Background: an optimization exercise with open tools, aiming at small area. Do not read the settings as production practice.
In this exercise RTL edits were held to simulation tests only and were not proved equivalent to the original.
Power and IR drop assume default switching activity.

==> flow/design.v <==
module SYS_TOP
(
	input   wire   RX_IN    ,
	input   wire   CLK      ,
	input   wire   RST      ,
	output  reg    TX_OUT   ,
	output  reg    PAR_ERR  ,
	output  reg    STP_ERR
);
localparam IDLE = 3'd0, WA = 3'd1, WD = 3'd2, RA = 3'd3, CA = 3'd4, CB = 3'd5, CF = 3'd6, INIT = 3'd7;
reg  [2:0]  ph;               
reg  [2:0]  cs;               
reg         pend, go;         
reg         rsp;              
reg         fr;               
reg         rxa;              
reg  [3:0]  lo, hi;
reg         u;                
reg         rp;               
reg  [11:0] Z;
wire [7:0]  sr = Z[7:0];
wire [7:0]  S  = Z[11:4];
reg  [7:0]  r0, r1, r3;
reg         r2p, r2t, r2h;    
reg  [95:0] ring;             
wire [2:0] e = lo[2:0];
wire [3:0] b = hi;
wire [3:0] tm = lo;
wire [3:0] sc = hi;
wire eq = u;
wire tx = rsp & ~pend & ~go;          
wire init = (cs == INIT);
wire rxst = ~rxa & ~RX_IN;           
wire dbit   = (b != 4'd0) & ~(b[3] & (b[2:0] != 3'd0));    
wire pbit   = (b == 4'd9) & r2p;
wire sbit   = dbit | pbit;
wire stopb  = r2p ? (b == 4'd10) : (b == 4'd9);
wire rxend  = rxa & stopb & (e == 3'd1);
wire par_ok = ~r2p | ~(rp ^ r2t);
wire vld    = rxend & par_ok & RX_IN;
always @(posedge CLK or negedge RST) begin
	if (!RST)
		rxa <= 1'b0;
	else if (!rxa)
		rxa <= rxst;
	else if (stopb && ((e == 3'd1 && RX_IN) || e == 3'd7))
		rxa <= 1'b0;                  
end
always @(posedge CLK) begin
	if (rxa && sbit && e == 3'd2)
		u <= RX_IN;
	else if (rxa && sbit && e == 3'd3)
		u <= u ^ RX_IN;
	else if (vld)
		u <= 1'b1;                    
	else if (pre_cmp && (a0 != b0))
		u <= 1'b0;
end
always @(posedge CLK or negedge RST) begin
	if (!RST) begin
		PAR_ERR <= 1'b0;
		STP_ERR <= 1'b0;
	end
	else if (rxend) begin
		if (r2p)
			PAR_ERR <= ~par_ok;
		if (par_ok)
			STP_ERR <= ~RX_IN;
	end
end
wire wwin = go & ~rsp;                 
wire pre  = go &  rsp;                 
wire isrd = (cs == RA);
wire isal = (cs == CF);
wire [3:0] F = sr[3:0];
wire f_add = (F == 4'd0);
wire f_sub = (F == 4'd1);
wire f_mul = (F == 4'd2);
wire f_div = (F == 4'd3);
wire f_shr = (F == 4'd13);
wire f_shl = (F == 4'd14);
wire f_cmp = (F == 4'd10) | (F == 4'd11) | (F == 4'd12);
wire pre_rd  = pre & isrd;
wire pre_div = pre & isal & f_div;
wire pre_cmp = pre & isal & f_cmp;
wire [3:0] N    = r3[3:0];
wire [3:0] lo1  = lo + 4'd1;
wire       bnd  = (N[3:1] == 3'd0) | (lo1 == N);
wire       txs  = tx & bnd & ~sc[3];           
wire       g    = ~fr;
wire [3:0] last = r2p ? 4'd10 : 4'd9;
wire a0 = r0[0];
wire b0 = r1[0];
wire ar = isal & (f_add | f_sub | f_shl | f_cmp);
wire x0 = g ? ((f_shl ? a0 : b0) ^ (f_sub | f_cmp)) : f_sub;
wire dsub = (ph == 3'd0) | a0;
wire [7:0] X = pre_div ? {dsub, r1[7:1] ^ {7{dsub}}} :
               (isal & (f_mul | f_div)) ? (r1 & {8{g & (a0 | (f_div & (sc == 4'd0)))}}) :
               {7'b0, ar & x0};
wire cin = pre_div ? (dsub ? (r0[7] | ~b0) : (r0[7] & b0)) : (ar & g & a0);
wire [8:0] sum = S + X + cin;
wire bnz = |r1;
wire q   = sum[8] & bnz;
reg rbit;
wire rd2 = ((ph == 3'd0) & r2p) | ((ph == 3'd1) & r2t) | (ph == 3'd5) | ((ph == 3'd7) & r2h);
integer k;
always @(*) begin
	case (F)
		4'd0: rbit = r0[0];
		4'd1: rbit = r1[0];
		4'd2: rbit = rd2;
		4'd3: rbit = r3[0];
		default: rbit = ring[8*(F-4)];
	endcase
end
reg ob;
always @(*) begin
	if (isrd)
		ob = sum[0];
	else if (g) begin
		case (F)
			4'd3:  ob = a0;
			4'd4:  ob = a0 & b0;
			4'd5:  ob = a0 | b0;
			4'd6:  ob = ~(a0 & b0);
			4'd7:  ob = ~(a0 | b0);
			4'd8:  ob = a0 ^ b0;
			4'd9:  ob = ~(a0 ^ b0);
			4'd10: ob = (sc == 4'd0) & eq;
			4'd11: ob = (sc == 4'd1) & S[0] & ~eq;
			4'd12: ob = (sc[3:1] == 3'd0) & ~S[0];
			4'd13: ob = (sc != 4'd7) & r0[1];
			4'd15: ob = 1'b0;
			default: ob = sum[0];
		endcase
	end
	else begin
		case (F)
			4'd0, 4'd1, 4'd2, 4'd14: ob = sum[0];
			4'd6, 4'd7, 4'd9: ob = 1'b1;
			default: ob = 1'b0;
		endcase
	end
end
always @(posedge CLK or negedge RST) begin
	if (!RST) begin
		ph   <= 3'd0;
		cs   <= INIT;
		pend <= 1'b0;
		go   <= 1'b0;
		rsp  <= 1'b0;
	end
	else begin
		ph <= ph + 3'd1;
		if (init && ph == 3'd7)
			cs <= IDLE;
		if (vld) begin
			case (cs)
				IDLE: begin
					if (sr == 8'hAA)      cs <= WA;
					else if (sr == 8'hBB) cs <= RA;
					else if (sr == 8'hCC) cs <= CA;
					else if (sr == 8'hDD) cs <= CF;
				end
				WA: cs <= WD;
				WD: begin cs <= IDLE; pend <= 1'b1; end
				CA: begin cs <= CB;   pend <= 1'b1; end
				CB: begin cs <= CF;   pend <= 1'b1; end
				default: begin pend <= 1'b1; rsp <= 1'b1; end    
			endcase
		end
		if (pend && ph == 3'd7) begin
			pend <= 1'b0;
			go   <= 1'b1;
		end
		if (go && ph == 3'd7)
			go <= 1'b0;
		if (tx && bnd && sc == last && !(isal && g)) begin
			rsp <= 1'b0;
			cs  <= IDLE;
		end
	end
end
wire txstart = pre & (ph == 3'd7);
always @(posedge CLK) begin
	if (vld)
		fr <= 1'b0;
	if (rxst) begin
		lo <= 4'd1;
		hi <= 4'd0;
		rp <= 1'b0;
	end
	else if (rxa) begin
		lo[2:0] <= lo[2:0] + 3'd1;
		if (lo[2:0] == 3'd7)
			hi <= hi + 4'd1;
		if (sbit && RX_IN && u && (e == 3'd3 || e == 3'd4))
			rp <= ~rp;
	end
	if (txstart) begin
		TX_OUT <= 1'b0;
		hi <= 4'd0;
		lo <= 4'd0;
		rp <= 1'b0;
	end
	else if (tx) begin
		if (!bnd)
			lo <= lo1;
		else begin
			lo <= 4'd0;
			if (!sc[3]) begin
				TX_OUT <= ob;
				rp <= rp ^ ob;
				hi <= hi + 4'd1;
			end
			else if (sc == 4'd8 && r2p) begin
				TX_OUT <= rp ^ r2t;
				hi <= 4'd9;
			end
			else if (sc != last) begin
				TX_OUT <= 1'b1;
				hi <= hi + 4'd1;
			end
			else if (isal && g) begin
				TX_OUT <= 1'b0;
				hi <= 4'd0;
				fr <= 1'b1;
				rp <= 1'b0;
			end
			else
				TX_OUT <= 1'b1;
		end
	end
	else
		TX_OUT <= 1'b1;
end
always @(posedge CLK) begin
	if (vld && (cs == WA || cs == CA || cs == CB))
		Z[11:8] <= (cs == WA) ? sr[3:0] : {3'b0, cs == CB};      
	else if (vld && (cs == RA || cs == CF))
		Z[11:4] <= {7'b0, (cs == CF) & (f_sub | f_cmp)};
	else if (pre_div)
		Z[11:4] <= {sum[6:0], r0[7] ^ b0};
	else if (pre_rd | pre_cmp | (txs & ~(isal & f_cmp)))
		Z[11:4] <= {sum[8] | (pre_rd & rbit), sum[7:1]};
	else if (rxa && dbit && e == 3'd2)
		Z[7:0] <= {RX_IN, sr[7:1]};
	else if (rxa && dbit && e == 3'd4 && u)
		Z[7] <= RX_IN;
	else if (wwin)
		Z[7:0] <= {sr[0], sr[7:1]};
end
wire [3:0] wa   = Z[11:8];
wire       wbit = ~init & sr[0];
always @(posedge CLK) begin
	if (init || (wwin && wa == 4'd0))
		r0 <= {wbit, r0[7:1]};
	else if (pre_div)
		r0 <= {r0[6:0], q};
	else if (pre_rd || pre_cmp || (txs && g && isal))
		r0 <= {(isal & f_div) ? sum[0] : r0[0], r0[7:1]};
	if (init || (wwin && wa == 4'd1))
		r1 <= {wbit, r1[7:1]};
	else if (pre_rd || pre_cmp || (txs && g && isal && !(f_mul || f_div)))
		r1 <= {r1[0], r1[7:1]};
	if (init || (wwin && wa == 4'd3))
		r3 <= {init ? (ph == 3'd3) : sr[0], r3[7:1]};
	else if (pre_rd)
		r3 <= {r3[0], r3[7:1]};
	if (init)
		{r2h, r2t, r2p} <= 3'b0;
	else if (wwin && wa == 4'd2 && ph == 3'd0)
		{r2h, r2t, r2p} <= {sr[7], sr[1], sr[0]};
	for (k = 0; k < 12; k = k + 1)
		ring[8*k +: 8] <= {(init || (wwin && wa == k + 4)) ? wbit : ring[8*k], ring[8*k+1 +: 7]};
end
endmodule
==> flow/config.mk <==
export PLATFORM = sky130hd
export DESIGN_NAME = SYS_TOP
export DESIGN_NICKNAME = SYS_TOP
export VERILOG_FILES = /design/flow/design.v
export SDC_FILE = /design/flow/constraint.sdc
export NUM_CORES = 4
export LEC_CHECK = 0
export CAP_MARGIN = 20
export CORE_MARGIN = 2
export CORE_UTILIZATION = 40
export PLACE_DENSITY = 0.6
export SLEW_MARGIN = 20
==> flow/constraint.sdc <==
create_clock -name core_clock -period 36.0 [get_ports {CLK}]
set_input_delay 7.2000 -clock core_clock [delete_from_list [all_inputs] [get_ports {CLK}]]
set_output_delay 7.2000 -clock core_clock [all_outputs]
set_load 0.01 [all_outputs]
standard.sh (not shown) runs the stock make flow with config.mk's settings and CLKGATE_MAP_FILE= SYNTH_SCRIPT=/design/flow/synth_recipe.tcl, a recipe that flattens the netlist after the stock synthesis.
==> flow/flow/run.sh <==
#!/bin/bash
# Own layout flow: the standard flow (standard.sh) with two changes:
#  * synthesis maps the combinational logic with an area-oriented ABC script
#    (deep AIG resynthesis, then repeated area mapping)
#    (flow/area.abc) and without the full/half-adder extraction; registers
#    are mapped exactly as in the standard synthesis (dfflibmap runs before abc);
#  * CTS builds the clock tree from clkbuf_8 cells without dummy loads.
# make's output goes to standard.log; ORFS keeps each step's log under orfs/logs.
set -euo pipefail
W=$PWD
sed "s#__ABC__#$W/flow/area.abc#" flow/abc_override.tcl > my_synth.tcl
cat synth_recipe.tcl >> my_synth.tcl
bash standard.sh SYNTH_SCRIPT=$W/my_synth.tcl ADDER_MAP_FILE= \
  "CTS_ARGS=-sink_clustering_enable -repair_clock_nets -dont_use_dummy_load -buf_list sky130_fd_sc_hd__clkbuf_8 -sink_clustering_size 30 -sink_clustering_max_diameter 300" \
  finish > standard.log 2>&1
==> flow/flow/abc_override.tcl <==
# Prepended to synth_recipe.tcl by run.sh: ORFS's synthesis calls abc once for
# the combinational logic; this runs it with the area script flow/area.abc.
proc abc {args} {
  set i [lsearch -exact $args -script]
  if {$i >= 0} { lset args [expr {$i + 1}] __ABC__ }
  puts "area abc: $args"
  yosys abc {*}$args
}
==> flow/flow/area.abc <==
strash
&get -n
&deepsyn -T 20
&put
dch
map -a
strash
dch
map -a
topo
Next try:
--- a/flow/design.v
+++ b/flow/design.v
@@ -9,9 +9,9 @@
 );
 localparam IDLE = 3'd0, WA = 3'd1, WD = 3'd2, RA = 3'd3, CA = 3'd4, CB = 3'd5, CF = 3'd6, INIT = 3'd7;
 reg  [2:0]  ph;               
 reg  [2:0]  cs;               
-reg         pend, go;         
+reg         go;               
 reg         rsp;              
 reg         fr;               
 reg         rxa;              
 reg  [3:0]  lo, hi;
@@ -27,24 +27,24 @@
 wire [3:0] b = hi;
 wire [3:0] tm = lo;
 wire [3:0] sc = hi;
 wire eq = u;
-wire tx = rsp & ~pend & ~go;          
+wire tx = rsp & ~go;                  
 wire init = (cs == INIT);
 wire rxst = ~rxa & ~RX_IN;           
 wire dbit   = (b != 4'd0) & ~(b[3] & (b[2:0] != 3'd0));    
 wire pbit   = (b == 4'd9) & r2p;
 wire sbit   = dbit | pbit;
 wire stopb  = r2p ? (b == 4'd10) : (b == 4'd9);
-wire rxend  = rxa & stopb & (e == 3'd1);
+wire rxend  = rxa & stopb & (ph == 3'd7);
 wire par_ok = ~r2p | ~(rp ^ r2t);
 wire vld    = rxend & par_ok & RX_IN;
 always @(posedge CLK or negedge RST) begin
 	if (!RST)
 		rxa <= 1'b0;
 	else if (!rxa)
 		rxa <= rxst;
-	else if (stopb && ((e == 3'd1 && RX_IN) || e == 3'd7))
+	else if ((rxend && RX_IN) || (stopb && e == 3'd7))
 		rxa <= 1'b0;                  
 end
 always @(posedge CLK) begin
 	if (rxa && sbit && e == 3'd2)
@@ -145,9 +145,8 @@
 always @(posedge CLK or negedge RST) begin
 	if (!RST) begin
 		ph   <= 3'd0;
 		cs   <= INIT;
-		pend <= 1'b0;
 		go   <= 1'b0;
 		rsp  <= 1'b0;
 	end
 	else begin
@@ -162,17 +161,13 @@
 					else if (sr == 8'hCC) cs <= CA;
 					else if (sr == 8'hDD) cs <= CF;
 				end
 				WA: cs <= WD;
-				WD: begin cs <= IDLE; pend <= 1'b1; end
-				CA: begin cs <= CB;   pend <= 1'b1; end
-				CB: begin cs <= CF;   pend <= 1'b1; end
-				default: begin pend <= 1'b1; rsp <= 1'b1; end    
+				WD: begin cs <= IDLE; go <= 1'b1; end
+				CA: begin cs <= CB;   go <= 1'b1; end
+				CB: begin cs <= CF;   go <= 1'b1; end
+				default: begin go <= 1'b1; rsp <= 1'b1; end    
 			endcase
-		end
-		if (pend && ph == 3'd7) begin
-			pend <= 1'b0;
-			go   <= 1'b1;
 		end
 		if (go && ph == 3'd7)
 			go <= 1'b0;
 		if (tx && bnd && sc == last && !(isal && g)) begin
Result: Die area falls by about 0.6%; worst setup slack got worse by 0.30 ns; non-clock buffer count rises by 2; worst hold slack got worse by 0.0086 ns; total power stays flat; clock-buffer cell count does not change; sequential power is about the same; global-route usage rises by 1.0 points.

[static timing again, ports no longer ideal]
The flow's constraints put no driver on any port. The routed layouts listed below were extracted and timed again, unchanged, in two steps.
Step 1: set_driving_cell puts a clkbuf_16 on CLK and a buf_2 on each other input, an assumption about the parent block.
Step 2 also shifts input and output timing later by t, the mid clock arrival at the registers, as if the neighbouring blocks saw the same clock.
Slacks: ideal ports / drivers / drivers and shift; pairs: ideal ports / drivers.
run | t, ns | slack for setup (ns) | slew at the worst register clock pin (ns) | cell pins on the clock port's net
the first run | 0.466 | 26.526 / 26.537 / 26.071 | 0.08 / 0.08 | 1
the second run | 0.476 | 26.223 / 26.232 / 25.756 | 0.09 / 0.09 | 1
After both steps every run listed still meets setup and hold. For the second run, which loses most, drivers alone change the setup slack by +0.009 ns; drivers and shift together by -0.467 ns.
